This is an optimization exercise on Yosys and OpenROAD, whose aim is small area, not a production implementation.
Function was checked by simulation only, so behaviour that the tests miss may differ from the original.
No activity file was given, so power comes from the tool's default toggle rates.

--- design/flow/constraint.sdc ---
create_clock -name core_clock -period 4.0 [get_ports {clk}]
set_input_delay 0.8000 -clock core_clock [delete_from_list [all_inputs] [get_ports {clk}]]
set_output_delay 0.8000 -clock core_clock [all_outputs]
set_load 0.01 [all_outputs]
--- design/flow/run.sh ---
#!/bin/bash
# synth_recipe.tcl (not shown) runs the flow's synth.tcl, then flattens the netlist and writes it again
# the make line also repeats each setting of config.mk as NAME=value (left out here)
make -C /OpenROAD-flow-scripts/flow DESIGN_CONFIG=/design/flow/config.mk WORK_HOME=/design/flow/orfs CLKGATE_MAP_FILE= SYNTH_SCRIPT=/design/flow/synth_recipe.tcl finish
--- design/flow/design.v ---
module in_pair #(
    parameter WIDTH = 64
) (
    input clk, reset,
    input send,                  
    input rd,                    
    input [WIDTH-1:0] dataIn,
    output ready,                
    output intFull,              
    output [WIDTH-1:0] intData   
);
    reg extFull, intFullR;
    reg [WIDTH-1:0] extMem, intMem;
    assign ready   = ~extFull;
    assign intFull = intFullR;
    assign intData = intMem;
    always @(posedge clk) begin
        if (reset) begin
            extFull  <= 1'b0;
            intFullR <= 1'b0;
        end else begin
            intFullR <= extFull | send;
            extFull  <= intFullR & ~rd;
        end
    end
    always @(posedge clk) begin
        intMem <= extFull ? extMem : dataIn;
        extMem <= intMem;
    end
endmodule
module out_pair #(
    parameter WIDTH = 64
) (
    input clk, reset,
    input ready,                 
    input wr,                    
    input [WIDTH-1:0] dataIn,
    output send,                 
    output intEmpty,             
    output [WIDTH-1:0] extData   
);
    reg extFull, intFullR;
    reg [WIDTH-1:0] extMem, intMem;
    assign send     = extFull & ready;
    assign intEmpty = ~intFullR;
    assign extData  = extMem;
    always @(posedge clk) begin
        if (reset) begin
            extFull  <= 1'b0;
            intFullR <= 1'b0;
        end else begin
            extFull  <= intFullR | wr;
            intFullR <= extFull & ~ready;
        end
    end
    always @(posedge clk) begin
        extMem <= intFullR ? intMem : dataIn;
        intMem <= extMem;
    end
endmodule
module rotating_prioritizer (
    input clk, reset,
    input req0, req1,
    output grant0, grant1
);
    reg priInt, priExt;
    assign grant0 = req0 & (~req1 | priInt);
    assign grant1 = req1 & (~req0 | ~priInt);
    always @(posedge clk) begin
        if (reset) begin
            priInt <= 1'b1;
            priExt <= 1'b1;
        end else begin
            priInt <= priExt;
            priExt <= ~(req0 & req1 & priInt);
        end
    end
endmodule
module cardinal_router
#(
    parameter PACKET_SIZE = 64
)
(
    input clk, reset,                     
    output polarity,
    input cwsi,                          
    output cwri,                         
    input [PACKET_SIZE - 1:0] cwdi,      
    input ccwsi,                         
    output ccwri,                        
    input [PACKET_SIZE - 1:0] ccwdi,     
    input pesi,                          
    output peri,                         
    input [PACKET_SIZE - 1:0] pedi,      
    output cwso,                         
    input cwro,                          
    output [PACKET_SIZE - 1:0] cwdo,     
    output ccwso,                        
    input ccwro,                         
    output [PACKET_SIZE - 1:0] ccwdo,    
    output peso,                         
    input pero,                          
    output [PACKET_SIZE - 1:0] pedo      
);
    reg polarityReg;
    assign polarity = polarityReg;
    always @(posedge clk) begin
        if (reset) polarityReg <= 1'b0;
        else       polarityReg <= ~polarityReg;
    end
    wire fullCwi, fullCcwi, fullPei;
    wire rdCwi, rdCcwi, rdPei;
    wire [PACKET_SIZE - 1:0] dataCwi, dataCcwi, dataPei;
    in_pair #(PACKET_SIZE) bufCwi  (.clk(clk), .reset(reset), .send(cwsi),  .rd(rdCwi),  .dataIn(cwdi),
                                    .ready(cwri),  .intFull(fullCwi),  .intData(dataCwi));
    in_pair #(PACKET_SIZE) bufCcwi (.clk(clk), .reset(reset), .send(ccwsi), .rd(rdCcwi), .dataIn(ccwdi),
                                    .ready(ccwri), .intFull(fullCcwi), .intData(dataCcwi));
    in_pair #(PACKET_SIZE) bufPei  (.clk(clk), .reset(reset), .send(pesi),  .rd(rdPei),  .dataIn(pedi),
                                    .ready(peri),  .intFull(fullPei),  .intData(dataPei));
    wire emptyCwo, emptyCcwo, emptyPeo;
    wire wrCwo, wrCcwo, wrPeo;
    wire [PACKET_SIZE - 2:0] dataInCwo, dataInCcwo, dataInPeo;
    wire [PACKET_SIZE - 2:0] dataOutCwo, dataOutCcwo, dataOutPeo;
    assign cwdo  = {dataOutCwo[62:55],  1'b0, dataOutCwo[54:0]};
    assign ccwdo = {dataOutCcwo[62:55], 1'b0, dataOutCcwo[54:0]};
    assign pedo  = {dataOutPeo[62:55],  1'b0, dataOutPeo[54:0]};
    out_pair #(PACKET_SIZE - 1) bufCwo  (.clk(clk), .reset(reset), .ready(cwro),  .wr(wrCwo),  .dataIn(dataInCwo),
                                     .send(cwso),  .intEmpty(emptyCwo),  .extData(dataOutCwo));
    out_pair #(PACKET_SIZE - 1) bufCcwo (.clk(clk), .reset(reset), .ready(ccwro), .wr(wrCcwo), .dataIn(dataInCcwo),
                                     .send(ccwso), .intEmpty(emptyCcwo), .extData(dataOutCcwo));
    out_pair #(PACKET_SIZE - 1) bufPeo  (.clk(clk), .reset(reset), .ready(pero),  .wr(wrPeo),  .dataIn(dataInPeo),
                                     .send(peso),  .intEmpty(emptyPeo),  .extData(dataOutPeo));
    wire reqCwiCwo   = fullCwi  &  dataCwi[48]  & emptyCwo;
    wire reqCwiPeo   = fullCwi  & ~dataCwi[48]  & emptyPeo;
    wire reqCcwiCcwo = fullCcwi &  dataCcwi[48] & emptyCcwo;
    wire reqCcwiPeo  = fullCcwi & ~dataCcwi[48] & emptyPeo;
    wire reqPeiCwo   = fullPei  & ~dataPei[62]  & emptyCwo;
    wire reqPeiCcwo  = fullPei  &  dataPei[62]  & emptyCcwo;
    wire grantCwiCwo, grantPeiCwo, grantCcwiCcwo, grantPeiCcwo, grantCwiPeo, grantCcwiPeo;
    rotating_prioritizer arbiterCwo  (.clk(clk), .reset(reset), .req0(reqCwiCwo),   .req1(reqPeiCwo),
                                      .grant0(grantCwiCwo),   .grant1(grantPeiCwo));
    rotating_prioritizer arbiterCcwo (.clk(clk), .reset(reset), .req0(reqCcwiCcwo), .req1(reqPeiCcwo),
                                      .grant0(grantCcwiCcwo), .grant1(grantPeiCcwo));
    rotating_prioritizer arbiterPeo  (.clk(clk), .reset(reset), .req0(reqCwiPeo),   .req1(reqCcwiPeo),
                                      .grant0(grantCwiPeo),   .grant1(grantCcwiPeo));
    assign rdCwi  = grantCwiCwo | grantCwiPeo;
    assign rdCcwi = grantCcwiCcwo | grantCcwiPeo;
    assign rdPei  = grantPeiCwo | grantPeiCcwo;
    assign wrCwo  = grantCwiCwo | grantPeiCwo;
    assign wrCcwo = grantCcwiCcwo | grantPeiCcwo;
    assign wrPeo  = grantCwiPeo | grantCcwiPeo;
    function [PACKET_SIZE - 2:0] hop;
        input [PACKET_SIZE - 1:0] p;
        begin
            hop = {p[63:56], p[55:49], p[47:0]};
        end
    endfunction
    assign dataInCwo  = grantPeiCwo  ? hop(dataPei)  : hop(dataCwi);
    assign dataInCcwo = grantPeiCcwo ? hop(dataPei)  : hop(dataCcwi);
    assign dataInPeo  = grantCcwiPeo ? hop(dataCcwi) : hop(dataCwi);
endmodule
--- design/flow/config.mk ---
export PLATFORM = sky130hd
export DESIGN_NAME = cardinal_router
export DESIGN_NICKNAME = cardinal_router
export VERILOG_FILES = /design/flow/design.v
export SDC_FILE = /design/flow/constraint.sdc
export NUM_CORES = 4
export LEC_CHECK = 0
export CAP_MARGIN = 20
export CORE_MARGIN = 2
export CORE_UTILIZATION = 40
export SLEW_MARGIN = 20
==> results.cfg <==
[synthesis]
syn_area_um2 = 22500
ys_warn_count = 4
syn_area_per_cell_um2 = 12.6
synth-edff-count = 0
yosys_register_bits = 779
syn_inst = 1780
ys_async_sr_fraction = 0
yosysSeqAreaShare = 0.694
synth.distinct_cells = 32
synth_ff_type = dfxtp_1

[grt]
grt_pass1_vias = 15575
antenna_found_initial = 17
grt_pass1_wl_mm = 97.4
grt_overflow_total = 0
grt_max_degree = 81
grtUsageTotal = 0.224

[clocking]
cts_tree = built
h-tree-depth = 3
ctsResizeCount = 0
cts_hold_buf = 0
clock_sinks = 779
cts-root-buf = clkbuf_16
insertion_delay_ps = 620
clk_pin_slew_worst_paths_ps = 60
post_cts_buffers = 0
clockBufferDepth = 3
cts_buffers = 78

[placed_design]
place.gp.congestion = 0.771
hpwl_mm = 39.0
dp_slack_ps = 1280
portBuffers = 394

[layout]
final_layout_size_suffix_gt1_frac = 0.163
final_common_cell = dfxtp_1
nets = 2347
area_growth_pct = 32.4
layout_common_cells = 773 x dfxtp_1, 394 x clkdlybuf4s50_1, 191 x mux2_2, 129 x a21oi_1, 128 x nor2b_1

[drt]
firstDrtPassIters = 5
via_count = 14887
routed_wl_mm = 65.7
wire_per_inst_um = 22.2
drtIter0Drc = 877
ant_nets = 0
viasPerCell = 5.02
drc = 0

[floorplanning]
core_um2 = 55300
die_y_um = 241
fp.dieW_um = 241
rows = 86
ios = 399
dieArea_um2 = 58100
start_util = 0.407

[worst_setup_path]
arrival_ps = 2010
crit_path_top_delay_cell = dfxtp_4
worst-setup-path-type = reg2out
critical_path_required_ps = 3200
critPathMaxStageDelay_ps = 800
end_kind = output pin
crit_fanout = 34
critical_path.cell_chain = inv_1, clkdlybuf4s50_1
startpoint_type = register

[sta]
finClkSkew_ps = 19.0
rsz0062_at_grt = no
slew_headroom = 0.261
fin_crit_ps = 2810
hold_ws_ps = 345
slew_viol_final = 0
layout_setup_ws_ps = 1190
finalSetupViolCount = 0
fmax_mhz = 356
fin_crit_sh = 0.703
setup_tns_ps = 0
hold_viol_final = 0
tightestPinTransition_ps = 1110

[pwr]
p_leak_nw = 11.5
ir_drop_uv = 338
power_density_nw_per_um2 = 597

[worst_hold_path]
holdCritPathClass = reg2reg

[job]
maxCapViolCount = 0

[run_status]
status = timing/DRC/antenna clean
## cells in the mapped netlist, types with 10 or more instances
cell type	n	area [um^2]
nor2b_1	129	807
o21ai_0	120	601
a221o_1	63	631
o21ai_1	10	50.1
a31oi_1	124	776
mux2_2	191	2150
and2_1	67	419
a21oi_1	129	646
dfxtp_1	779	15600
clkbuf_1	83	312
buf_2	25	125
## critical path, delay by kind of cell, from the launching register on
family	cells	cell delay (ps)
buffers and inverters	2	600
flip-flops	1	800
## stage by stage
stage,util,cell area [um^2],cells,power (W)
floorplan,-,22500,1782,0.00942
global placement,0.489,27100,2815,0.0103
detailed placement,0.489,27100,2815,0.0104
CTS,0.538,29700,2959,0.0179
global route,0.538,29800,2965,0.0184
finish,0.538,29800,2966,0.0178
## layout make-up
class                           instances  area, um^2
Tap cell                              748         936
Timing Repair Buffer                  413        4140
Clock buffer                          100        2160
Fill cell                            4753       25500
Multi-Input combinational cell        872        6370
Antenna cell                            7        17.5
Inverter                                3        11.3
Sequential cell                       779       15600
Clock inverter                         44         524
## worst paths after layout
path / from / to / slack, ps / cells past startpoint
max: bufCwi.extFull / cwri / 1190 / 2
min: bufCcwo.extMem[24] / bufCcwo.intMem[24] / 340 / 0
max reg2reg: bufCwi.intMem[48] / bufPei.extFull / 1820 / 4
min reg2reg: bufCcwo.extMem[24] / bufCcwo.intMem[24] / 340 / 0
## power by group
group / switching (W) / total [W] / internal, W
Combinational: 0.000592 / 0.00140 / 0.000804
Sequential: 0.000343 / 0.00881 / 0.00846
Clock: 0.00306 / 0.00756 / 0.00449
## flip-flops by register name, summed over array words and instances (netlist names), 63 cells and up
| signal | flops |
|---|---|
| bufCcwi.extMem | 64 |
| bufPeo.intMem | 63 |
| bufCwo.extMem | 63 |
| bufCwi.extMem | 64 |
| bufCwi.intMem | 64 |
| bufPei.intMem | 63 |
| bufPei.extMem | 63 |
| bufPeo.extMem | 63 |
| bufCwo.intMem | 63 |
| bufCcwo.intMem | 63 |
| bufCcwo.extMem | 63 |
| bufCcwi.intMem | 64 |
## cells by family after synthesis
family,after synthesis,synth area share
simple gates,231,0.0639
compound gates,447,0.121
mux,191,0.0957
buf+inv,131,0.0262
flops,779,0.694
other cells,1,0.000167
## routing by layer
metal  global-route usage  share of wire
met1                0.283           0.43
met2                0.367           0.47
met3               0.0643          0.065
met4               0.0774          0.026
met5                    0         0.0021

## afterwards: timing with drivers on the ports
The results above use ideal ports. As a check the final layout listed here was re-extracted and re-timed, cells and wires unchanged.
Step 1 sets driving cells, clkbuf_16 on the clock port and buf_2 on the other inputs (assumed; they add their load-dependent delay and slew).
Step 2, shift: input delay + t, output delay - t, t = (earliest + latest rising clock arrival at the registers) / 2. This alone moves slack from input paths to output paths.
Three values: ideal ports, drivers, drivers and shift; two values: the first two.
shift t [ns]: 0.667
setup slack, ns: 1.190 / 1.130 / 1.244
pins driven straight from the clock port: 1
After both steps this run still meets setup and hold. For this run, drivers alone change the setup slack by -0.060 ns; drivers and shift together by +0.054 ns.
